This is an optimization exercise on Yosys and OpenROAD, whose aim is small area, not a production implementation.
In this exercise RTL edits were held to simulation tests only and were not proved equivalent to the original.

== lane 3 ==
Design testpattern, start of the top module:
module testpattern
(
    input              I_pxl_clk   , 
    input              I_rst_n     , 
    input      [2:0]   I_mode      , 
    input      [15:0]  I_sqr_width ,
    input      [7:0]   I_single_r  ,
    input      [7:0]   I_single_g  ,
    input      [7:0]   I_single_b  ,
    input      [15:0]  I_h_total   , 
    input      [15:0]  I_h_sync    , 
    input      [15:0]  I_h_bporch  , 
    input      [15:0]  I_h_res     , 
    input      [15:0]  I_v_total   , 
    input      [15:0]  I_v_sync    , 
    input      [15:0]  I_v_bporch  , 
    input      [15:0]  I_v_res     , 
    input              I_hs_pol    , 
    input              I_vs_pol    , 
    output reg         O_de        ,
    output reg         O_hs        ,
    output reg         O_vs        ,
    output     [7:0]   O_data_r    ,
    output     [7:0]   O_data_g    ,
    output     [7:0]   O_data_b
);
clock: 10.0 ns
lec_check: 0
cap_margin: 20
core_margin: 2
core_utilization: 40
slew_margin: 20
standard.sh (not shown) runs the stock make flow with config.mk's settings and CLKGATE_MAP_FILE= SYNTH_SCRIPT=/design/flow/synth_recipe.tcl, a recipe that flattens the netlist after the stock synthesis.
==> flow/flow/run.sh <==
#!/bin/bash
# Standard ORFS layout (standard.sh) with three changes:
#  - synthesis maps logic with an area-oriented ABC script (flow/synth.tcl);
#  - ports get the smallest buffer (buf_1);
#  - clock tree: clkbuf_16 root, clkbuf_8 elsewhere, no dummy loads.
# Make's full output goes to flow_make.log here; ORFS keeps each step's log
# under orfs/logs/.
set -euo pipefail
here=$(pwd)
export MY_ABC_SCRIPT=$here/flow/abc_area.script
bash standard.sh "SYNTH_SCRIPT=$here/flow/synth.tcl" \
  "BUFFER_PORTS_ARGS=-buffer_cell sky130_fd_sc_hd__buf_1" \
  "CTS_ARGS=-sink_clustering_enable -repair_clock_nets -dont_use_dummy_load -root_buf sky130_fd_sc_hd__clkbuf_16 -buf_list sky130_fd_sc_hd__clkbuf_8" \
  finish > flow_make.log 2>&1
==> flow/flow/abc_area.script <==
&get -n
&st
&dc2
&dch -f
&nf -R 2000 -a
&put
==> flow/flow/synth.tcl <==
# The standard synthesis script (synth_recipe.tcl), with one change: Yosys's
# abc mapping step runs an area-oriented ABC script (flow/abc_area.script)
# instead of ORFS's speed script. Everything before it (and so every
# register) is unchanged.
proc synth {args} { yosys synth -nofsm -noshare {*}$args }
proc abc {args} {
  set i [lsearch $args -script]
  set args [lreplace $args [expr {$i+1}] [expr {$i+1}] $::env(MY_ABC_SCRIPT)]
  yosys abc {*}$args
}
source $::env(SCRIPTS_DIR)/synth.tcl
# left out here: clear keep_hierarchy, flatten, clean up, hide names made inside functions, write 1_2_yosys.v
Lane 3: all stages complete, timing, DRC and antenna checks passed
### lane 3 -> lane 2
--- a/flow/design.v
+++ b/flow/design.v
@@ -49,13 +49,14 @@
 wire        line_end = ~pre & H_end;
 wire        hs_end   = hs_a & C_end;
 wire        bp_zero  = (I_h_bporch == 16'd0);
 wire        hbp_end  = hbp & C_end;
 wire        act_start= (hs_end & bp_zero) | hbp_end;
 wire        de       = hact & vact;
-wire [15:0] A_inc    = A_cnt + de;
+wire [8:0]  A_lo_inc = A_cnt[7:0] + de;
+wire [15:0] A_inc    = {A_cnt[15:8] + A_lo_inc[8], A_lo_inc[7:0]};
 wire        act_last = hact & (A_inc == I_h_res);
 wire        hact_n   = act_start | (hact & ~act_last & ~line_end);
 wire        V_end    = (V_cnt == 16'hFFFE);
 wire        B_end    = (B_cnt == 16'hFFFE);
 wire        frame_end= line_end & V_end;
 wire        vs_end   = line_end & vs_a & B_end;
@@ -111,17 +112,24 @@
     else
         B_cnt <= B_cnt + line_end;
 end
 always @(posedge I_pxl_clk or negedge I_rst_n)
 begin
     if (!I_rst_n)
-        A_cnt <= 16'd0;
+        A_cnt[7:0] <= 8'd0;
     else if (de_start)
-        A_cnt <= 16'd0;
-    else
-        A_cnt <= A_inc;
+        A_cnt[7:0] <= 8'd0;
+    else
+        A_cnt[7:0] <= A_inc[7:0];
+end
+always @(posedge I_pxl_clk)
+begin
+    if (de_start)
+        A_cnt[15:8] <= 8'd0;
+    else
+        A_cnt[15:8] <= A_inc[15:8];
 end
 wire        sqr_h_hit = de & C_end;
 wire        sqr_v_hit = de_fall & (Cv_cnt == 16'hFFFE);
 always @(posedge I_pxl_clk)
 begin
     Sqr_h  <= act_start ? 1'b0 : (Sqr_h ^ sqr_h_hit);
### Flow results
Going from lane 3 to lane 2, number of nets in the synthesized netlist now sits higher; buffer count excluding the clock tree in the final layout saw an increase; final cell count without fillers increased 9; maximum frequency lost 6.6 MHz; combined area of all synthesized cells went down.
The standard cells in lane 2 occupy less silicon area than those in lane 3 do.
Lane 2 vs. lane 3: wire length of the first global-routing pass up 360 microns, number of violations reported at the end of detailed-routing iteration 0 now sits lower, met1 track utilization from global routing went down by 0.59 points, worst hold slack level.

-- port drivers added, routing unchanged --
In the flow no input, the clock included, has a driving cell. The finished layouts below were timed again as built, in two steps. Step 1: set_driving_cell puts a clkbuf_16 on I_pxl_clk and a buf_2 on each other input, an assumption about the parent block. Step 2, shift: input delay + t, output delay - t, t = (earliest + latest rising clock arrival at the registers) / 2. This alone moves slack from input paths to output paths. Slacks: no drivers / after step 1 / after step 2; pairs: no drivers / after step 1.
| run | t, ns | slack for setup (ns) | clock arrival spread, ns | pins driven straight from the clock port |
|---|---|---|---|---|
| lane 3 | 0.406 | 4.759 / 4.784 / 4.377 | 0.029 / 0.029 | 1 |
| lane 2 | 0.404 | 4.573 / 4.573 / 4.303 | 0.029 / 0.029 | 1 |
After both steps setup and hold are still met in every run listed. For lane 3, which loses most, drivers alone change the setup slack by +0.025 ns; drivers and shift together by -0.382 ns.
